This is an optimization exercise on Yosys and OpenROAD, whose aim is small area, a short achievable clock period and few clock cycles per item, not a production implementation. The RTL of this run was laid out without a check of its function. No activity file was given, so power comes from the tool's default toggle rates.

[flow/design.v]
module aq_axi_sdma64_ctrl
(
  input         ARESETN,
  input         ACLK,
  input [31:0]  S_AXI_AWADDR,
  input [3:0]   S_AXI_AWCACHE,
  input [2:0]   S_AXI_AWPROT,
  input         S_AXI_AWVALID,
  output        S_AXI_AWREADY,
  input [31:0]  S_AXI_WDATA,
  input [3:0]   S_AXI_WSTRB,
  input         S_AXI_WVALID,
  output        S_AXI_WREADY,
  output        S_AXI_BVALID,
  input         S_AXI_BREADY,
  output [1:0]  S_AXI_BRESP,
  input [31:0]  S_AXI_ARADDR,
  input [3:0]   S_AXI_ARCACHE,
  input [2:0]   S_AXI_ARPROT,
  input         S_AXI_ARVALID,
  output        S_AXI_ARREADY,
  output [31:0] S_AXI_RDATA,
  output [1:0]  S_AXI_RRESP,
  output        S_AXI_RVALID,
  input         S_AXI_RREADY,
  output        INTERRUPT,
  output        MASTER_RST,
  output        WR_START,
  output [31:0] WR_ADRS,
  output [31:0] WR_COUNT,
  input         WR_READY,
  input         WR_INT,
  input         WR_FIFO_EMPTY,
  input         WR_FIFO_AEMPTY,
  input         WR_FIFO_FULL,
  input         WR_FIFO_AFULL,
  output        RD_START,
  output [31:0] RD_ADRS,
  output [31:0] RD_COUNT,
  input         RD_READY,
  input         RD_INT,
  input         RD_FIFO_EMPTY,
  input         RD_FIFO_AEMPTY,
  input         RD_FIFO_FULL,
  input         RD_FIFO_AFULL,
  output [31:0] DEBUG
);
  localparam S_IDLE   = 2'd0;
  localparam S_WRITE  = 2'd1;
  localparam S_WRITE2 = 2'd2;
  localparam S_READ   = 2'd3;
  reg [1:0]     state;
  reg           reg_rnw;
  reg [31:0]    reg_addr, reg_wdata;
  reg [3:0]     reg_be;
  reg           reg_wallready;
  wire          local_cs, local_rnw, local_ack;
  wire [3:0]    local_be;
  wire [31:0]   local_addr, local_wdata, local_rdata;
  always @( posedge ACLK or negedge ARESETN ) begin
    if( !ARESETN ) begin
      state         <= S_IDLE;
      reg_rnw       <= 1'b0;
      reg_addr      <= 32'd0;
      reg_wdata     <= 32'd0;
      reg_be        <= 4'd0;
      reg_wallready <= 1'b0;
    end else begin
      if( S_AXI_WVALID ) begin
        reg_wdata     <= S_AXI_WDATA;
        reg_be        <= S_AXI_WSTRB;
        reg_wallready <= 1'b1;
      end else if( local_ack & S_AXI_BREADY ) begin
        reg_wallready <= 1'b0;
      end
      case( state )
        S_IDLE: begin
          if( S_AXI_AWVALID ) begin
            reg_rnw   <= 1'b0;
            reg_addr  <= S_AXI_AWADDR;
            state     <= S_WRITE;
          end else if( S_AXI_ARVALID ) begin
            reg_rnw   <= 1'b1;
            reg_addr  <= S_AXI_ARADDR;
            state     <= S_READ;
          end
        end
        S_WRITE: begin
          if( reg_wallready ) begin
            state     <= S_WRITE2;
          end
        end
        S_WRITE2: begin
          if( local_ack & S_AXI_BREADY ) begin
            state     <= S_IDLE;
          end
        end
        S_READ: begin
          if( local_ack & S_AXI_RREADY ) begin
            state     <= S_IDLE;
          end
        end
        default: state <= S_IDLE;
      endcase
    end
  end
  assign S_AXI_AWREADY  = ( state == S_WRITE || state == S_IDLE )?1'b1:1'b0;
  assign S_AXI_WREADY   = ( state == S_WRITE || state == S_IDLE )?1'b1:1'b0;
  assign S_AXI_BVALID   = ( state == S_WRITE2 )?local_ack:1'b0;
  assign S_AXI_BRESP    = 2'b00;
  assign S_AXI_ARREADY  = ( state == S_READ  || state == S_IDLE )?1'b1:1'b0;
  assign S_AXI_RVALID   = ( state == S_READ )?local_ack:1'b0;
  assign S_AXI_RRESP    = 2'b00;
  assign S_AXI_RDATA    = ( state == S_READ )?local_rdata:32'd0;
  wire          wr_ena, rd_ena, wr_ack;
  reg           rd_ack;
  reg [31:0]    reg_rdata;
  assign local_cs           = (( state == S_WRITE2 )?1'b1:1'b0) | (( state == S_READ )?1'b1:1'b0) | 1'b0;
  assign local_rnw          = reg_rnw;
  assign local_addr[31:0]   = reg_addr[31:0];
  assign local_be[3:0]      = reg_be[3:0];
  assign local_wdata[31:0]  = reg_wdata[31:0];
  assign local_ack          = wr_ack | rd_ack;
  assign local_rdata[31:0]  = reg_rdata[31:0];
  assign wr_ena = (local_cs & ~local_rnw)?1'b1:1'b0;
  assign rd_ena = (local_cs &  local_rnw)?1'b1:1'b0;
  assign wr_ack = wr_ena;
  localparam A_STATUS        = 8'h00;
  localparam A_INT_STATUS    = 8'h04;
  localparam A_INT_MASK      = 8'h08;
  localparam A_WR_START      = 8'h10;
  localparam A_WR_ADRS       = 8'h14;
  localparam A_WR_COUNT      = 8'h18;
  localparam A_RD_START      = 8'h20;
  localparam A_RD_ADRS       = 8'h24;
  localparam A_RD_COUNT      = 8'h28;
  localparam A_TESTDATA      = 8'h30;
  localparam A_DEBUG         = 8'h34;
  reg           reg_master_reset;
  reg           reg_wr_start1, reg_rd_start1;
  reg           reg_wr_start2, reg_rd_start2;
  reg [31:0]    reg_wr_adrs, reg_rd_adrs;
  reg [31:0]    reg_wr_count, reg_rd_count;
  reg [31:0]    reg_testdata;
  reg [31:0]    reg_int_mask;
  reg [31:0]    reg_int;
  always @(posedge ACLK or negedge ARESETN) begin
    if(!ARESETN) begin
      reg_master_reset   <= 1'b0;
      reg_wr_adrs[31:0]  <= 32'd0;
      reg_wr_count[31:0] <= 32'd0;
      reg_rd_adrs[31:0]  <= 32'd0;
      reg_rd_count[31:0] <= 32'd0;
      reg_wr_start1      <= 1'b0;
      reg_wr_start2      <= 1'b0;
      reg_rd_start1      <= 1'b0;
      reg_rd_start2      <= 1'b0;
      reg_int_mask[31:0] <= 32'd0;
      reg_int[31:0]      <= 32'd0;
      reg_testdata[31:0] <= 32'd0;
    end else begin
      if(wr_ena) begin
        case(local_addr[7:0] & 8'hFC)
          A_STATUS: begin
            reg_master_reset <= local_wdata[31];
          end
          A_INT_MASK: begin
            reg_int_mask[31:0] <= local_wdata[31:0];
          end
          A_WR_START: begin
            reg_wr_start2 <= local_wdata[1];
          end
          A_WR_ADRS: begin
            reg_wr_adrs[31:0] <= local_wdata[31:0];
          end
          A_WR_COUNT: begin
            reg_wr_count[31:0] <= local_wdata[31:0];
          end
          A_RD_START: begin
            reg_rd_start2 <= local_wdata[1];
          end
          A_RD_ADRS: begin
            reg_rd_adrs[31:0] <= local_wdata[31:0];
          end
          A_RD_COUNT: begin
            reg_rd_count[31:0] <= local_wdata[31:0];
          end
          A_TESTDATA: begin
            reg_testdata[31:0] <= local_wdata[31:0];
          end
          default: begin
          end
        endcase
      end
      if(!WR_READY) begin
        reg_wr_start1 <= 1'b0;
      end else if(wr_ena && ((local_addr[7:0] & 8'hFC) == A_WR_START)) begin
        reg_wr_start1 <= local_wdata[0];
      end
      if(!RD_READY) begin
        reg_rd_start1 <= 1'b0;
      end else if(wr_ena && ((local_addr[7:0] & 8'hFC) == A_RD_START)) begin
        reg_rd_start1 <= local_wdata[0];
      end
      if(WR_INT) begin
        reg_int[0] <= 1'b1;
      end else if(wr_ena && ((local_addr[7:0] & 8'hFC) == A_INT_STATUS)) begin
        if(local_wdata[0]) begin
          reg_int[0] <= 1'b0;
        end
      end
      if(RD_INT) begin
        reg_int[1] <= 1'b1;
      end else if(wr_ena && ((local_addr[7:0] & 8'hFC) == A_INT_STATUS)) begin
        if(local_wdata[1]) begin
          reg_int[1] <= 1'b0;
        end
      end
    end
  end
  always @(posedge ACLK or negedge ARESETN) begin
    if(!ARESETN) begin
      reg_rdata[31:0] <= 32'd0;
      rd_ack <= 1'b0;
    end else begin
      rd_ack <= rd_ena;
      if(rd_ena) begin
        case(local_addr[7:0] & 8'hFC)
          A_STATUS:     reg_rdata[31:0] <= {reg_master_reset, 31'd0};
          A_INT_STATUS: reg_rdata[31:0] <= reg_int[31:0];
          A_INT_MASK:   reg_rdata[31:0] <= reg_int_mask[31:0];
          A_WR_START:   reg_rdata[31:0] <= {12'd0, WR_FIFO_AEMPTY, WR_FIFO_EMPTY, WR_FIFO_AFULL, WR_FIFO_FULL, 7'd0, WR_READY, 6'd0, reg_wr_start2, reg_wr_start1};
          A_WR_ADRS:    reg_rdata[31:0] <= reg_wr_adrs[31:0];
          A_WR_COUNT:   reg_rdata[31:0] <= reg_wr_count[31:0];
          A_RD_START:   reg_rdata[31:0] <= {12'd0, RD_FIFO_AEMPTY, RD_FIFO_EMPTY, RD_FIFO_AFULL, RD_FIFO_FULL, 7'd0, RD_READY, 6'd0, reg_rd_start2, reg_rd_start1};
          A_RD_ADRS:    reg_rdata[31:0] <= reg_rd_adrs[31:0];
          A_RD_COUNT:   reg_rdata[31:0] <= reg_rd_count[31:0];
          A_TESTDATA:   reg_rdata[31:0] <= reg_testdata[31:0];
          A_DEBUG:      reg_rdata[31:0] <= {32'd0};
          default:      reg_rdata[31:0] <= 32'd0;
        endcase
      end else begin
        reg_rdata[31:0] <= 32'd0;
      end
    end
  end
  assign WR_START       = reg_wr_start1 | reg_wr_start2;
  assign WR_ADRS[31:0]  = reg_wr_adrs[31:0];
  assign WR_COUNT[31:0] = reg_wr_count[31:0];
  assign RD_START       = reg_rd_start1 | reg_rd_start2;
  assign RD_ADRS[31:0]  = reg_rd_adrs[31:0];
  assign RD_COUNT[31:0] = reg_rd_count[31:0];
  assign MASTER_RST     = reg_master_reset;
  assign INTERRUPT      = ((reg_int & reg_int_mask) != 32'd0)?1'b1:1'b0;
endmodule
module aq_axi_sdma64_intreg
(
  input  RST_N,
  input  CLKA,
  input  DIN,
  input  CLKB,
  output DOUT
 );
  reg    data_in;
  reg [2:0] data_in_rst;
  reg [2:0] data_out;
  always @(posedge CLKA or negedge RST_N) begin
    if(!RST_N) begin
      data_in <= 1'b0;
      data_in_rst[2:0] <= 3'd0;
    end else begin
      if(data_in_rst[2]) begin
        data_in <= 1'b0;
      end else if(DIN) begin
        data_in <= 1'b1;
      end
      data_in_rst[2:0] <= {data_in_rst[1:0], data_out[2]};
    end
  end
  always @(posedge CLKB or negedge RST_N) begin
    if(!RST_N) begin
      data_out[2:0] <= 3'd0;
    end else begin
      data_out[2:0] <= {data_out[1:0], data_in};
    end
  end
  assign DOUT = (data_out[2:1] == 2'b01)?1'b1:1'b0;
endmodule
module aq_axi_sdma64_master
(
  input         ARESETN,
  input         ACLK,
  output [0:0]  M_AXI_AWID,
  output [31:0] M_AXI_AWADDR,
  output [7:0]  M_AXI_AWLEN,  
  output [2:0]  M_AXI_AWSIZE,  
  output [1:0]  M_AXI_AWBURST,  
  output        M_AXI_AWLOCK,  
  output [3:0]  M_AXI_AWCACHE,  
  output [2:0]  M_AXI_AWPROT,  
  output [3:0]  M_AXI_AWQOS,  
  output [0:0]  M_AXI_AWUSER,  
  output        M_AXI_AWVALID,
  input         M_AXI_AWREADY,
  output [63:0] M_AXI_WDATA,
  output [7:0]  M_AXI_WSTRB,
  output        M_AXI_WLAST,
  output [0:0]  M_AXI_WUSER,
  output        M_AXI_WVALID,
  input         M_AXI_WREADY,
  input [0:0]   M_AXI_BID,
  input [1:0]   M_AXI_BRESP,
  input [0:0]   M_AXI_BUSER,
  input         M_AXI_BVALID,
  output        M_AXI_BREADY,
  output [0:0]  M_AXI_ARID,
  output [31:0] M_AXI_ARADDR,
  output [7:0]  M_AXI_ARLEN,
  output [2:0]  M_AXI_ARSIZE,
  output [1:0]  M_AXI_ARBURST,
  output [1:0]  M_AXI_ARLOCK,
  output [3:0]  M_AXI_ARCACHE,
  output [2:0]  M_AXI_ARPROT,
  output [3:0]  M_AXI_ARQOS,
  output [0:0]  M_AXI_ARUSER,
  output        M_AXI_ARVALID,
  input         M_AXI_ARREADY,
  input [0:0]   M_AXI_RID,
  input [63:0]  M_AXI_RDATA,
  input [1:0]   M_AXI_RRESP,
  input         M_AXI_RLAST,
  input [0:0]   M_AXI_RUSER,
  input         M_AXI_RVALID,
  output        M_AXI_RREADY,
  input         MASTER_RST,
  input         WR_START,
  input [31:0]  WR_ADRS,
  input [31:0]  WR_LEN,
  output        WR_READY,
  input         WR_LAST,
  output        WR_INT,
  output        WR_FIFO_RE,
  input         WR_FIFO_EMPTY,
  input         WR_FIFO_AEMPTY,
  input [63:0]  WR_FIFO_DATA,
  input         RD_START,
  input [31:0]  RD_ADRS,
  input [31:0]  RD_LEN,
  output        RD_READY,
  output        RD_LAST,
  output        RD_INT,
  output        RD_FIFO_WE,
  input         RD_FIFO_FULL,
  input         RD_FIFO_AFULL,
  output [63:0] RD_FIFO_DATA,
  output [31:0] DEBUG
);
  localparam S_WR_IDLE  = 3'd0;
  localparam S_WA_WAIT  = 3'd1;
  localparam S_WA_START = 3'd2;
  localparam S_WD_WAIT  = 3'd3;
  localparam S_WD_PROC  = 3'd4;
  localparam S_WR_WAIT  = 3'd5;
  reg [2:0]     wr_state;
  reg [31:0]    reg_wr_adrs;
  reg [31:0]    reg_wr_len;
  reg           reg_awvalid, reg_wvalid, reg_w_last;
  reg [7:0]     reg_w_len;
  reg [7:0]     reg_w_stb;
  reg [1:0]     reg_wr_status;
  reg [3:0]     reg_w_count, reg_r_count;
  reg [7:0]     rd_chkdata, wr_chkdata;
  reg [1:0]     resp;
  reg           reg_w_last_req;
  always @(posedge ACLK or negedge ARESETN) begin
    if(!ARESETN) begin
      reg_w_last_req <= 1'b0;
    end else begin
      if(WR_LAST) begin
        reg_w_last_req <= 1'b1;
      end else if(wr_state == S_WA_START) begin
        reg_w_last_req <= 1'b0;
      end
    end
  end
  always @(posedge ACLK or negedge ARESETN) begin
    if(!ARESETN) begin
      wr_state            <= S_WR_IDLE;
      reg_wr_adrs[31:0]   <= 32'd0;
      reg_wr_len[31:0]    <= 32'd0;
      reg_awvalid         <= 1'b0;
      reg_wvalid          <= 1'b0;
      reg_w_last          <= 1'b0;
      reg_w_len[7:0]      <= 8'd0;
      reg_w_stb[7:0]      <= 8'd0;
      reg_wr_status[1:0]  <= 2'd0;
      reg_w_count[3:0]    <= 4'd0;
      reg_r_count[3:0]    <= 4'd0;
      wr_chkdata          <= 8'd0;
      rd_chkdata          <= 8'd0;
      resp                <= 2'd0;
    end else begin
      if(MASTER_RST) begin
        wr_state <= S_WR_IDLE;
      end else begin
        case(wr_state)
          S_WR_IDLE: begin
            if(WR_START) begin
              wr_state          <= S_WA_WAIT;
              reg_wr_adrs[31:0] <= WR_ADRS[31:0];
              reg_wr_len[31:0]  <= WR_LEN[31:0] -32'd1;
            end
            reg_awvalid         <= 1'b0;
            reg_wvalid          <= 1'b0;
            reg_w_last          <= 1'b0;
            reg_w_len[7:0]      <= 8'd0;
            reg_w_stb[7:0]      <= 8'd0;
            reg_wr_status[1:0]  <= 2'd0;
          end
          S_WA_WAIT: begin
            wr_state          <= S_WA_START;
          end
          S_WA_START: begin
            wr_state            <= S_WD_WAIT;
            reg_awvalid         <= 1'b1;
            reg_wr_len[31:11]    <= reg_wr_len[31:11] - 21'd1;
            if(reg_wr_len[31:11] != 21'd0) begin
              reg_w_len[7:0]  <= 8'hFF;
              reg_w_last      <= 1'b0;
              reg_w_stb[7:0]  <= 8'hFF;
            end else begin
              reg_w_len[7:0]  <= reg_wr_len[10:3];
              reg_w_last      <= 1'b1;
              reg_w_stb[7:0]  <= 8'hFF;
            end
          end
          S_WD_WAIT: begin
            if(M_AXI_AWREADY) begin
              wr_state        <= S_WD_PROC;
              reg_awvalid     <= 1'b0;
              reg_wvalid      <= 1'b1;
            end
          end
          S_WD_PROC: begin
            if(M_AXI_WREADY & ~WR_FIFO_EMPTY) begin
              if(reg_w_len[7:0] == 8'd0) begin
                wr_state        <= S_WR_WAIT;
                reg_wvalid      <= 1'b0;
                reg_w_stb[7:0]  <= 8'h00;
              end else begin
                reg_w_len[7:0]  <= reg_w_len[7:0] -8'd1;
              end
            end
          end
          S_WR_WAIT: begin
            if(M_AXI_BVALID) begin
              reg_wr_status[1:0]  <= reg_wr_status[1:0] | M_AXI_BRESP[1:0];
              if(reg_w_last) begin
                wr_state          <= S_WR_IDLE;
              end else begin
                wr_state          <= S_WA_WAIT;
                reg_wr_adrs[31:0] <= reg_wr_adrs[31:0] + 32'd2048;
              end
            end
          end
          default: begin
            wr_state <= S_WR_IDLE;
          end
        endcase
      end
    end
  end
  assign M_AXI_AWID         = 1'b0;
  assign M_AXI_AWADDR[31:0] = reg_wr_adrs[31:0];
  assign M_AXI_AWLEN[7:0]   = reg_w_len[7:0];
  assign M_AXI_AWSIZE[2:0]  = 3'b011;
  assign M_AXI_AWBURST[1:0] = 2'b01;
  assign M_AXI_AWLOCK       = 1'b0;
  assign M_AXI_AWCACHE[3:0] = 4'b0011;
  assign M_AXI_AWPROT[2:0]  = 3'b000;
  assign M_AXI_AWQOS[3:0]   = 4'b0000;
  assign M_AXI_AWUSER[0]    = 1'b1;
  assign M_AXI_AWVALID      = reg_awvalid;
  assign M_AXI_WDATA[63:0]  = WR_FIFO_DATA[63:0];
  assign M_AXI_WSTRB[7:0]   = (reg_wvalid & ~WR_FIFO_EMPTY)?8'hFF:8'h00;
  assign M_AXI_WLAST        = (reg_w_len[7:0] == 8'd0)?1'b1:1'b0;
  assign M_AXI_WUSER        = 1;
  assign M_AXI_WVALID       = reg_wvalid & ~WR_FIFO_EMPTY;
  assign M_AXI_BREADY       = (wr_state == S_WR_WAIT)?1'b1:1'b0;
  assign WR_INT             = ((wr_state == S_WR_WAIT) && (M_AXI_BVALID) && reg_w_last)?1'b1:1'b0;
  assign WR_READY           = (wr_state == S_WR_IDLE)?1'b1:1'b0;
  assign WR_FIFO_RE         = reg_wvalid & ~WR_FIFO_EMPTY & M_AXI_WREADY;
  localparam S_RD_IDLE  = 3'd0;
  localparam S_RA_WAIT  = 3'd1;
  localparam S_RA_START = 3'd2;
  localparam S_RD_WAIT  = 3'd3;
  localparam S_RD_PROC  = 3'd4;
  reg [2:0]   rd_state;
  reg [31:0]  reg_rd_adrs;
  reg [31:0]  reg_rd_len;
  reg         reg_arvalid, reg_r_last;
  reg [7:0]   reg_r_len;
  reg [15:0]  arready_count;
  always @(posedge ACLK or negedge ARESETN) begin
    if(!ARESETN) begin
      arready_count <= 16'd0;
    end else begin
      if(M_AXI_RVALID) begin
        arready_count <= arready_count + 16'd1;
      end
    end
  end
  always @(posedge ACLK or negedge ARESETN) begin
    if(!ARESETN) begin
      rd_state          <= S_RD_IDLE;
      reg_rd_adrs[31:0] <= 32'd0;
      reg_rd_len[31:0]  <= 32'd0;
      reg_arvalid       <= 1'b0;
      reg_r_len[7:0]    <= 8'd0;
      reg_r_last        <= 1'b0;
    end else begin
      case(rd_state)
        S_RD_IDLE: begin
          if(RD_START) begin
            rd_state          <= S_RA_WAIT;
            reg_rd_adrs[31:0] <= RD_ADRS[31:0];
            reg_rd_len[31:0]  <= RD_LEN[31:0] -32'd1;
          end
          reg_arvalid     <= 1'b0;
          reg_r_len[7:0]  <= 8'd0;
        end
        S_RA_WAIT: begin
          rd_state          <= S_RA_START;
        end
        S_RA_START: begin
          rd_state          <= S_RD_WAIT;
          reg_arvalid       <= 1'b1;
          reg_rd_len[31:11] <= reg_rd_len[31:11] -21'd1;
          if(reg_rd_len[31:11] != 21'd0) begin
            reg_r_last      <= 1'b0;
            reg_r_len[7:0]  <= 8'd255;
          end else begin
            reg_r_last      <= 1'b1;
            reg_r_len[7:0]  <= reg_rd_len[10:3];
          end
        end
        S_RD_WAIT: begin
          if(M_AXI_ARREADY) begin
            rd_state        <= S_RD_PROC;
            reg_arvalid     <= 1'b0;
          end
        end
        S_RD_PROC: begin
          if(M_AXI_RVALID & ~RD_FIFO_FULL) begin
            if(M_AXI_RLAST) begin
              if(reg_r_last) begin
                rd_state          <= S_RD_IDLE;
              end else begin
                rd_state          <= S_RA_WAIT;
                reg_rd_adrs[31:0] <= reg_rd_adrs[31:0] + 32'd2048;
              end
            end else begin
              reg_r_len[7:0] <= reg_r_len[7:0] -8'd1;
            end
          end
        end
      endcase
    end
  end
  assign M_AXI_ARID         = 1'b0;
  assign M_AXI_ARADDR[31:0] = reg_rd_adrs[31:0];
  assign M_AXI_ARLEN[7:0]   = reg_r_len[7:0];
  assign M_AXI_ARSIZE[2:0]  = 3'b011;
  assign M_AXI_ARBURST[1:0] = 2'b01;
  assign M_AXI_ARLOCK[1:0]  = 2'b00;
  assign M_AXI_ARCACHE[3:0] = 4'b0011;
  assign M_AXI_ARPROT[2:0]  = 3'b000;
  assign M_AXI_ARQOS[3:0]   = 4'b0000;
  assign M_AXI_ARUSER[0]    = 1'b1;
  assign M_AXI_ARVALID      = reg_arvalid;
  assign M_AXI_RREADY       = ~RD_FIFO_FULL;
  assign RD_INT             = ((rd_state == S_RD_PROC) && (M_AXI_RVALID) && (~RD_FIFO_FULL) && (M_AXI_RLAST) && reg_r_last)?1'b1:1'b0;
  assign RD_READY           = (rd_state == S_RD_IDLE)?1'b1:1'b0;
  assign RD_LAST            = (M_AXI_RVALID & M_AXI_RLAST & reg_r_last)?1'b1:1'b0;
  assign RD_FIFO_WE         = M_AXI_RVALID;
  assign RD_FIFO_DATA[63:0] = M_AXI_RDATA[63:0];
  assign DEBUG[31:0] = {arready_count[15:0], 6'd0, M_AXI_RLAST, M_AXI_RVALID,
                        1'd0, wr_state[2:0], 1'd0, rd_state[2:0]};
endmodule
module aq_axi_sdma64_fifo
#(
  parameter DEPTH_LOG2   = 5,    
  parameter AEMPTY_LEVEL = 8,    
  parameter AFULL_LEVEL  = 16    
)
(
  input         RST_N,
  input         RST,
  input         CLK,
  input         WREN,
  input [64:0]  DI,
  output        FULL,
  output        AFULL,
  input         RDEN,
  output [64:0] DO,
  output        EMPTY,
  output        AEMPTY
);
  localparam DEPTH = (1 << DEPTH_LOG2);
  reg [64:0]           mem [0:DEPTH-1];
  reg [DEPTH_LOG2-1:0] wr_ptr, rd_ptr;
  reg [DEPTH_LOG2:0]   count;
  wire we = WREN & ~FULL;
  wire re = RDEN & ~EMPTY;
  always @(posedge CLK) begin
    if(we) mem[wr_ptr] <= DI;
  end
  always @(posedge CLK or negedge RST_N) begin
    if(!RST_N) begin
      wr_ptr <= 0;
      rd_ptr <= 0;
      count  <= 0;
    end else if(RST) begin
      wr_ptr <= 0;
      rd_ptr <= 0;
      count  <= 0;
    end else begin
      if(we) wr_ptr <= wr_ptr + 1'b1;
      if(re) rd_ptr <= rd_ptr + 1'b1;
      if(we & ~re)      count <= count + 1'b1;
      else if(~we & re) count <= count - 1'b1;
    end
  end
  assign DO     = mem[rd_ptr];
  assign FULL   = (count == DEPTH);
  assign EMPTY  = (count == 0);
  assign AFULL  = (count >= AFULL_LEVEL);
  assign AEMPTY = (count <= AEMPTY_LEVEL);
endmodule
module aq_axi_sdma64
(
  input         ARESETN,
  input         ACLK,
  input [15:0]  S_AXI_AWADDR,
  input [3:0]   S_AXI_AWCACHE,
  input [2:0]   S_AXI_AWPROT,
  input         S_AXI_AWVALID,
  output        S_AXI_AWREADY,
  input [31:0]  S_AXI_WDATA,
  input [3:0]   S_AXI_WSTRB,
  input         S_AXI_WVALID,
  output        S_AXI_WREADY,
  output        S_AXI_BVALID,
  input         S_AXI_BREADY,
  output [1:0]  S_AXI_BRESP,
  input [15:0]  S_AXI_ARADDR,
  input [3:0]   S_AXI_ARCACHE,
  input [2:0]   S_AXI_ARPROT,
  input         S_AXI_ARVALID,
  output        S_AXI_ARREADY,
  output [31:0] S_AXI_RDATA,
  output [1:0]  S_AXI_RRESP,
  output        S_AXI_RVALID,
  input         S_AXI_RREADY,
  output [0:0]  M_AXI_AWID,
  output [31:0] M_AXI_AWADDR,
  output [7:0]  M_AXI_AWLEN,
  output [2:0]  M_AXI_AWSIZE,
  output [1:0]  M_AXI_AWBURST,
  output        M_AXI_AWLOCK,
  output [3:0]  M_AXI_AWCACHE,
  output [2:0]  M_AXI_AWPROT,
  output [3:0]  M_AXI_AWQOS,
  output [0:0]  M_AXI_AWUSER,
  output        M_AXI_AWVALID,
  input         M_AXI_AWREADY,
  output [63:0] M_AXI_WDATA,
  output [7:0]  M_AXI_WSTRB,
  output        M_AXI_WLAST,
  output [0:0]  M_AXI_WUSER,
  output        M_AXI_WVALID,
  input         M_AXI_WREADY,
  input [0:0]   M_AXI_BID,
  input [1:0]   M_AXI_BRESP,
  input [0:0]   M_AXI_BUSER,
  input         M_AXI_BVALID,
  output        M_AXI_BREADY,
  output [0:0]  M_AXI_ARID,
  output [31:0] M_AXI_ARADDR,
  output [7:0]  M_AXI_ARLEN,
  output [2:0]  M_AXI_ARSIZE,
  output [1:0]  M_AXI_ARBURST,
  output [1:0]  M_AXI_ARLOCK,
  output [3:0]  M_AXI_ARCACHE,
  output [2:0]  M_AXI_ARPROT,
  output [3:0]  M_AXI_ARQOS,
  output [0:0]  M_AXI_ARUSER,
  output        M_AXI_ARVALID,
  input         M_AXI_ARREADY,
  input [0:0]   M_AXI_RID,
  input [63:0]  M_AXI_RDATA,
  input [1:0]   M_AXI_RRESP,
  input         M_AXI_RLAST,
  input [0:0]   M_AXI_RUSER,
  input         M_AXI_RVALID,
  output        M_AXI_RREADY,
  input [63:0]  W_AXIS_TDATA,
  input         W_AXIS_TVALID,
  output        W_AXIS_TREADY,
  input [7:0]   W_AXIS_TSTRB,
  input         W_AXIS_TKEEP,
  input         W_AXIS_TLAST,
  output [63:0] R_AXIS_TDATA,
  output        R_AXIS_TVALID,
  input         R_AXIS_TREADY,
  output        R_AXIS_TLAST,
  input         W_FRAME_SYNC,
  input         R_FRAME_SYNC,
  output        INTERRUPT
);
  wire [31:0] debug_ctl, debug_master;
  wire        wr_start, wr_ready, wr_last, wr_int;
  wire [31:0] wr_adrs;
  wire [31:0] wr_len;
  wire        wr_fifo_re, wr_fifo_empty, wr_fifo_aempty, wr_fifo_full, wr_fifo_last;
  wire [63:0] wr_fifo_data;
  reg [31:0]  wr_fifo_wrcnt, wr_fifo_rdcnt;
  wire        rd_start, rd_ready, rd_last, rd_int;
  wire [31:0] rd_adrs;
  wire [31:0] rd_len;
  wire        rd_fifo_we, rd_fifo_full, rd_fifo_afull, rd_fifo_empty;
  wire [63:0] rd_fifo_data;
  reg [31:0]  rd_fifo_wrcnt, rd_fifo_rdcnt;
  wire        master_rst;
  wire        wr_int_r, rd_int_r;
  wire [31:0] master_status;
  wire       wr_fsync_start;
  wire       rd_fsync_start;
  assign wr_fsync_start = (wr_start & W_FRAME_SYNC);
  assign rd_fsync_start = (rd_start & R_FRAME_SYNC);
  aq_axi_sdma64_ctrl u_aq_axi_sdma64_ctrl
  (
    .ARESETN        ( ARESETN  ),
    .ACLK           ( ACLK    ),
    .S_AXI_AWADDR   ( S_AXI_AWADDR  ),
    .S_AXI_AWCACHE  ( S_AXI_AWCACHE  ),
    .S_AXI_AWPROT   ( S_AXI_AWPROT  ),
    .S_AXI_AWVALID  ( S_AXI_AWVALID  ),
    .S_AXI_AWREADY  ( S_AXI_AWREADY  ),
    .S_AXI_WDATA    ( S_AXI_WDATA   ),
    .S_AXI_WSTRB    ( S_AXI_WSTRB   ),
    .S_AXI_WVALID   ( S_AXI_WVALID  ),
    .S_AXI_WREADY   ( S_AXI_WREADY  ),
    .S_AXI_BVALID   ( S_AXI_BVALID  ),
    .S_AXI_BREADY   ( S_AXI_BREADY  ),
    .S_AXI_BRESP    ( S_AXI_BRESP   ),
    .S_AXI_ARADDR   ( S_AXI_ARADDR  ),
    .S_AXI_ARCACHE  ( S_AXI_ARCACHE  ),
    .S_AXI_ARPROT   ( S_AXI_ARPROT  ),
    .S_AXI_ARVALID  ( S_AXI_ARVALID  ),
    .S_AXI_ARREADY  ( S_AXI_ARREADY  ),
    .S_AXI_RDATA    ( S_AXI_RDATA   ),
    .S_AXI_RRESP    ( S_AXI_RRESP   ),
    .S_AXI_RVALID   ( S_AXI_RVALID  ),
    .S_AXI_RREADY   ( S_AXI_RREADY  ),
    .INTERRUPT      ( INTERRUPT      ),
    .MASTER_RST     ( master_rst     ),
    .WR_START       ( wr_start      ),
    .WR_ADRS        ( wr_adrs       ),
    .WR_COUNT       ( wr_len        ),
    .WR_READY       ( wr_ready      ),
    .WR_INT         ( wr_int_r      ),
    .WR_FIFO_EMPTY  ( wr_fifo_empty   ),
    .WR_FIFO_AEMPTY ( wr_fifo_aempty  ),
    .WR_FIFO_FULL   ( wr_fifo_full    ),
    .WR_FIFO_AFULL  ( 1'b0         ),
    .RD_START       ( rd_start      ),
    .RD_ADRS        ( rd_adrs       ),
    .RD_COUNT       ( rd_len        ),
    .RD_READY       ( rd_ready      ),
    .RD_INT         ( rd_int_r      ),
    .RD_FIFO_EMPTY  ( rd_fifo_empty ),
    .RD_FIFO_AEMPTY ( 1'b0          ),
    .RD_FIFO_FULL   ( rd_fifo_full  ),
    .RD_FIFO_AFULL  ( rd_fifo_afull ),
    .DEBUG       ( debug_ctl      )
  );
  aq_axi_sdma64_intreg u_aq_axi_sdma64_intreg
  (
    .RST_N  ( ARESETN ),
    .CLKA   ( ACLK  ),
    .DIN    ( W_AXIS_TLAST  ),
    .CLKB   ( ACLK   ),
    .DOUT   ( wr_last     )
  );
  aq_axi_sdma64_intreg u_aq_axi_sdma64_wr_int
  (
    .RST_N  ( ARESETN ),
    .CLKA   ( ACLK   ),
    .DIN    ( wr_int      ),
    .CLKB   ( ACLK   ),
    .DOUT   ( wr_int_r    )
  );
  aq_axi_sdma64_intreg u_aq_axi_sdma64_rd_int
  (
    .RST_N  ( ARESETN ),
    .CLKA   ( ACLK   ),
    .DIN    ( rd_int      ),
    .CLKB   ( ACLK   ),
    .DOUT   ( rd_int_r    )
  );
  aq_axi_sdma64_master u_aq_axi_sdma64_master
    (
    .ARESETN        ( ARESETN  ),
    .ACLK           ( ACLK    ),
    .M_AXI_AWID     ( M_AXI_AWID    ),
    .M_AXI_AWADDR   ( M_AXI_AWADDR  ),
    .M_AXI_AWLEN    ( M_AXI_AWLEN   ),
    .M_AXI_AWSIZE   ( M_AXI_AWSIZE  ),
    .M_AXI_AWBURST  ( M_AXI_AWBURST  ),
    .M_AXI_AWLOCK   ( M_AXI_AWLOCK  ),
    .M_AXI_AWCACHE  ( M_AXI_AWCACHE  ),
    .M_AXI_AWPROT   ( M_AXI_AWPROT  ),
    .M_AXI_AWQOS    ( M_AXI_AWQOS   ),
    .M_AXI_AWUSER   ( M_AXI_AWUSER  ),
    .M_AXI_AWVALID  ( M_AXI_AWVALID  ),
    .M_AXI_AWREADY  ( M_AXI_AWREADY  ),
    .M_AXI_WDATA    ( M_AXI_WDATA   ),
    .M_AXI_WSTRB    ( M_AXI_WSTRB   ),
    .M_AXI_WLAST    ( M_AXI_WLAST   ),
    .M_AXI_WUSER    ( M_AXI_WUSER   ),
    .M_AXI_WVALID   ( M_AXI_WVALID  ),
    .M_AXI_WREADY   ( M_AXI_WREADY  ),
    .M_AXI_BID      ( M_AXI_BID    ),
    .M_AXI_BRESP    ( M_AXI_BRESP   ),
    .M_AXI_BUSER    ( M_AXI_BUSER   ),
    .M_AXI_BVALID   ( M_AXI_BVALID  ),
    .M_AXI_BREADY   ( M_AXI_BREADY  ),
    .M_AXI_ARID     ( M_AXI_ARID    ),
    .M_AXI_ARADDR   ( M_AXI_ARADDR  ),
    .M_AXI_ARLEN    ( M_AXI_ARLEN   ),
    .M_AXI_ARSIZE   ( M_AXI_ARSIZE  ),
    .M_AXI_ARBURST  ( M_AXI_ARBURST  ),
    .M_AXI_ARLOCK   ( M_AXI_ARLOCK  ),
    .M_AXI_ARCACHE  ( M_AXI_ARCACHE  ),
    .M_AXI_ARPROT   ( M_AXI_ARPROT  ),
    .M_AXI_ARQOS    ( M_AXI_ARQOS   ),
    .M_AXI_ARUSER   ( M_AXI_ARUSER  ),
    .M_AXI_ARVALID  ( M_AXI_ARVALID  ),
    .M_AXI_ARREADY  ( M_AXI_ARREADY  ),
    .M_AXI_RID      ( M_AXI_RID    ),
    .M_AXI_RDATA    ( M_AXI_RDATA   ),
    .M_AXI_RRESP    ( M_AXI_RRESP   ),
    .M_AXI_RLAST    ( M_AXI_RLAST   ),
    .M_AXI_RUSER    ( M_AXI_RUSER   ),
    .M_AXI_RVALID   ( M_AXI_RVALID  ),
    .M_AXI_RREADY   ( M_AXI_RREADY  ),
    .MASTER_RST     ( master_rst    ),
    .WR_START       ( wr_fsync_start ),
    .WR_ADRS        ( wr_adrs      ),
    .WR_LEN         ( wr_len      ),
    .WR_READY       ( wr_ready     ),
    .WR_LAST        ( wr_last      ),
    .WR_INT         ( wr_int      ),
    .WR_FIFO_RE     ( wr_fifo_re    ),
    .WR_FIFO_EMPTY  ( wr_fifo_empty  ),
    .WR_FIFO_AEMPTY ( wr_fifo_aempty ),
    .WR_FIFO_DATA   ( wr_fifo_data  ),
    .RD_START       ( rd_fsync_start ),
    .RD_ADRS        ( rd_adrs      ),
    .RD_LEN         ( rd_len      ),
    .RD_READY       ( rd_ready     ),
    .RD_LAST        ( rd_last      ),
    .RD_INT         ( rd_int      ),
    .RD_FIFO_WE     ( rd_fifo_we    ),
    .RD_FIFO_FULL   ( rd_fifo_full  ),
    .RD_FIFO_AFULL  ( rd_fifo_afull  ),
    .RD_FIFO_DATA   ( rd_fifo_data  ),
    .DEBUG          ( debug_master  )
   );
  wire       rfifo_enable;
  aq_axi_sdma64_fifo u_aq_axi_sdma64_rfifo
  (
    .RST_N    ( ARESETN      ),
    .RST      ( master_rst   ),
    .CLK      ( ACLK   ),
    .WREN     ( rd_fifo_we   ),
    .DI       ( {rd_last, rd_fifo_data} ),
    .FULL     ( rd_fifo_full  ),
    .AFULL    ( rd_fifo_afull ),
    .RDEN     ( rfifo_enable  ),
    .DO       ( {R_AXIS_TLAST, R_AXIS_TDATA} ),
    .EMPTY    ( rd_fifo_empty  ),
    .AEMPTY   ()
  );
  assign rfifo_enable  = (R_AXIS_TREADY & ~rd_fifo_empty);
  assign R_AXIS_TVALID = rfifo_enable;
  aq_axi_sdma64_fifo u_aq_axi_sdma64_wfifo
  (
    .RST_N    ( ARESETN       ),
    .RST      ( master_rst    ),
    .CLK      ( ACLK   ),
    .WREN     ( W_AXIS_TVALID  ),
    .DI       ( {W_AXIS_TLAST, W_AXIS_TDATA} ),
    .FULL     ( wr_fifo_full    ),
    .AFULL    (),
    .RDEN     ( wr_fifo_re    ),
    .DO       ( {wr_fifo_last, wr_fifo_data} ),
    .EMPTY    ( wr_fifo_empty  ),
    .AEMPTY   ( wr_fifo_aempty )
  );
  assign W_AXIS_TREADY = ~wr_fifo_full;
endmodule
[flow/run.sh]
#!/bin/bash
# synth_recipe.tcl (not shown) runs the flow's synth.tcl, then flattens the netlist and writes it again
# the make line also repeats each setting of config.mk as NAME=value (left out here)
make -C /OpenROAD-flow-scripts/flow DESIGN_CONFIG=/design/flow/config.mk WORK_HOME=/design/flow/orfs CLKGATE_MAP_FILE= SYNTH_SCRIPT=/design/flow/synth_recipe.tcl finish
[flow/config.mk]
export PLATFORM = sky130hd
export DESIGN_NAME = aq_axi_sdma64
export DESIGN_NICKNAME = aq_axi_sdma64
export VERILOG_FILES = /design/flow/design.v
export SDC_FILE = /design/flow/constraint.sdc
export NUM_CORES = 4
export LEC_CHECK = 0
export CAP_MARGIN = 20
export CORE_MARGIN = 2
export CORE_UTILIZATION = 45
export PLACE_DENSITY = 0.6
export SLEW_MARGIN = 20
[flow/constraint.sdc]
create_clock -name core_clock -period 5.5 [get_ports {ACLK}]
set_input_delay 1.1000 -clock core_clock [delete_from_list [all_inputs] [get_ports {ACLK}]]
set_output_delay 1.1000 -clock core_clock [all_outputs]
set_load 0.01 [all_outputs]
==> flow_metrics.py <==
metrics = {
    "run_status": {
        "status": "complete, no violations",
    },
    "placement": {
        "place_hpwl_mm": 261,
        "gp_congestion": 0.839,
        "io_buffers": 451,
    },
    "route": {
        "drt_pre_antenna_iters": 8,
        "wl_mm": 474,
        "first_iter_violations": 10500,
        "final_antenna_net_count": 0,
        "vias": 91600,
        "wl_per_cell_um": 31.4,
        "drc": 0,
        "drt-vias-per-instance": 6.07,
    },
    "worst_setup_path": {
        "crit_fanout": 45,
        "worstPathArrival_ns": 4.28,
        "slowest_delay_ns": 0.68,
        "startpoint_type": "flip-flop",
        "worstSetupPathDepth": 6,
        "crit_path_top_delay_cell": "clkdlybuf4s50_1",
        "critical-path-top-delay-family": "buffers and inverters",
        "worst-path-buf-inv": 2,
        "worstPathCellList": "buf_4 -> mux4_2 -> mux2i_1 -> a22o_1 -> a221oi_1 -> clkdlybuf4s50_1",
        "reg2reg_depth": 5,
        "endpoint_kind": "primary output",
        "crit_required_ns": 4.40,
        "crit_type": "flip-flop to primary output",
    },
    "power": {
        "ir_drop_uv": 347,
        "clockPowerShare_pct": 30.4,
        "sw_frac_of_total_pct": 29.4,
        "power_density_nw_per_um2": 488,
        "seqPwrFrac_pct": 42.0,
        "comb_power_share_pct": 27.6,
        "switching_power_uw": 29900,
        "leakagePower_uw": 0.0671,
        "intPower_uw": 71900,
    },
    "grt": {
        "grt_max_degree": 117,
        "grt_pass1_vias": 92200,
        "antenna_found_initial": 55,
        "grt_pass1_wl_mm": 673,
        "grt_remaining_overflow": 0,
        "grtUsageTotal_pct": 22.9,
    },
    "yosys": {
        "synth_top_cell_area_share_pct": 68.8,
        "seq_area_frac_synth_pct": 75.4,
        "synth_flop_cell": "edfxtp_1",
        "synthTopCellsByArea": "edfxtp_1 (69%), mux4_2 (13%), dfrtp_1 (6.5%)",
        "synthDistinctLibCells": 83,
        "yosysTopAreaCell": "edfxtp_1",
        "syn_area_sq_um": 180000,
        "avgSynthCellArea_sq_um": 20.8,
        "ys.warnings.count": 6,
        "synth-async-reset-ratio_pct": 10.2,
        "synthCells": 8645,
        "ys_ff_latch": 4597,
        "synth_edf_count": 4128,
    },
    "floorplan": {
        "row_count": 232,
        "die-area_sq_um": 405000,
        "start_util_pct": 45.1,
        "die_h_um": 637,
        "die-width_um": 637,
        "core_sq_um": 399000,
        "io_pins": 552,
    },
    "finish": {
        "syn2layout_area_growth_pct": 15.8,
        "final_nets": 9703,
        "drive_above_1_share_pct": 24.7,
    },
    "cts": {
        "clk_pin_slew_ns": 0.06,
        "cts_buffer_depth": 4,
        "h-tree-depth": 5,
        "cts.sinks": 4597,
        "cts_tree": "built",
        "clk_latency_ns": 1.01,
        "hold_buffers": 0,
        "cts_made_buffers": 462,
        "root_buffer": "clkbuf_16",
    },
    "sta": {
        "skew_ns": 0.0807,
        "setup_viol": 0,
        "holdWs_ns": 0.147,
        "setup_tns_ns": 0,
        "period_share_pct": 97.8,
        "clock.fmax_ghz": 0.186,
        "relSlewSlack_pct": 26.7,
        "tightest_slew_ns": 1.10,
        "min_period_ns": 5.38,
        "slew_viol_final": 0,
        "finalHoldViolations": 0,
    },
    "run": {
        "cap_violations": 0,
    },
    "min_path": {
        "min_path_type": "input pin to asynchronous set/reset pin",
    },
}
==> path summary, 6_finish.rpt <==
check                                                              from                                           end  slack, ns
max in group asynchronous                                       ARESETN   u_aq_axi_sdma64_wfifo.rd_ptr[1]$_DFFE_PN0P_       4.18
min                                                             ARESETN  u_aq_axi_sdma64_rd_int.data_out[2]$_DFF_PN0_       0.15
max reg2reg                  u_aq_axi_sdma64_rfifo.count[0]$_DFFE_PN0P_   u_aq_axi_sdma64_rfifo.mem[29][42]$_DFFE_PP_       1.82
max                         u_aq_axi_sdma64_rfifo.rd_ptr[1]$_DFFE_PN0P_                              R_AXIS_TDATA[12]       0.12
min reg2reg                u_aq_axi_sdma64_rd_int.data_out[0]$_DFF_PN0_  u_aq_axi_sdma64_rd_int.data_out[1]$_DFF_PN0_       0.35
min in group core_clock    u_aq_axi_sdma64_rd_int.data_out[0]$_DFF_PN0_  u_aq_axi_sdma64_rd_int.data_out[1]$_DFF_PN0_       0.35
==> placed cells by master, fill, tap and decap left out, types with 126 or more instances in the layout <==
master / count
edfxtp_1: 4128
mux4_2: 1040
mux2i_1: 550
clkbuf_16: 466
dfrtp_1: 460
clkdlybuf4s50_1: 435
buf_4: 249
mux2_2: 230
nand2_1: 229
o21ai_0: 148
a22o_1: 136
nor2_1: 131
a221oi_1: 126
==> cell type report <==
type	count	area (sq um)
multi-input cells	3511	42700
clock buffers	595	12300
flip-flops and latches	4597	136000
clock inverters	252	2520
diodes	9	22.5
fillers	31200	190000
repair buffers	815	8570
inverters	40	150
well taps	5265	6590
==> flip-flops by register name, indices dropped and copies added, names as in the netlist, 32 cells and up <==
| signal | cells |
|---|---|
| u_aq_axi_sdma64_ctrl.reg_wr_adrs | 32 |
| u_aq_axi_sdma64_wfifo.mem | 2048 |
| u_aq_axi_sdma64_master.reg_rd_adrs | 32 |
| u_aq_axi_sdma64_ctrl.reg_wdata | 32 |
| u_aq_axi_sdma64_ctrl.reg_wr_count | 32 |
| u_aq_axi_sdma64_ctrl.reg_rd_count | 32 |
| u_aq_axi_sdma64_ctrl.reg_rdata | 32 |
| u_aq_axi_sdma64_ctrl.reg_testdata | 32 |
| u_aq_axi_sdma64_ctrl.reg_int_mask | 32 |
| u_aq_axi_sdma64_rfifo.mem | 2080 |
| u_aq_axi_sdma64_master.reg_wr_adrs | 32 |
| u_aq_axi_sdma64_ctrl.reg_rd_adrs | 32 |
==> Yosys cell counts (all sizes together) (23+ instances only) <==
cell,instances
mux2i,550
and2,44
a22oi,23
nor3,66
nor2,200
mux2,234
a222oi,28
o21ai,149
a31oi,25
a221oi,130
dfrtp,469
xnor2,32
xor2,26
a21oi,121
nand3,49
ha,29
nand2,229
inv,39
clkbuf,310
buf,229
a22o,136
nor4,45
mux4,1040
edfxtp,4128
==> through the flow <==
stage               setup WS [ns]  std cells  util [%]  cell area [sq um]  power, uW
finish                      0.122      15100      52.3             209000     102000
global route             -0.00193      15100      52.3             209000     106000
CTS                      -0.00963      15100      52.3             209000     103000
detailed placement          0.835      14200      48.5             194000      71900
global placement            0.728      14200      48.5             194000      71400
floorplan                   0.264       8687         -             180000      60900
==> cell families (layout without fill, tap and decap cells) <==
group / after synthesis / count (layout) / share of synthesized area (%)
flip-flops: 4597 / 4597 / 75.4
multiplexers: 1824 / 1824 / 17.5
AND/OR/NAND/NOR: 791 / 791 / 2.16
AO/OA/AOI/OAI: 763 / 763 / 3.05
buffers and inverters: 579 / 1702 / 1.39
XOR/XNOR: 58 / 58 / 0.282
adder cells (fa/ha/maj): 31 / 31 / 0.224
other: 2 / 53 / 0.00417
==> power groups by stage <==
stage               Combinational [uW]  Clock [uW]  Sequential, uW
global route                     30100       32800           43000
finish                           28100       30900           42700
floorplan                        18400           0           42500
global placement                 28200           0           43300
detailed placement               28400           0           43400
CTS                              28600       31500           42700
==> per-layer routing <==
layer  global-route usage, %  vias up  wire length (um)
met5                       0        -               268
met4                    5.03       40             10100
met3                    3.86      666             34800
met2                    36.7     3727            227000
met1                    33.2    49600            201000
li1                        -    37600                 -
==> what timing repair did <==
action,CTS,global route
resized for setup,4,3
endpoints found under the setup margin,20,4
buffers inserted,1,0
cloned,0,0

## re-timing with driven ports
No port has a modelled driver above. Below, the same layout with a new extraction and two added sets of constraints.
Step 1 sets driving cells, clkbuf_16 on the clock port and buf_2 on the other inputs (assumed; they add their load-dependent delay and slew).
Step 2 times the ports against the registers' clock, not the clock port: input delays grow and output delays shrink by t, the midpoint of the rising clock arrivals with the driver on.
Slacks: no drivers / after step 1 / after step 2; pairs: no drivers / after step 1.
t, ns: 1.073
setup WS [ns]: 0.122 / 0.016 / 0.793
hold slack, ns: 0.147 / 0.096 / 0.352
worst register clock-pin slew, ns: 0.07 / 0.07
After both steps this run still meets setup and hold. For this run, drivers alone change the setup slack by -0.106 ns; drivers and shift together by +0.671 ns.
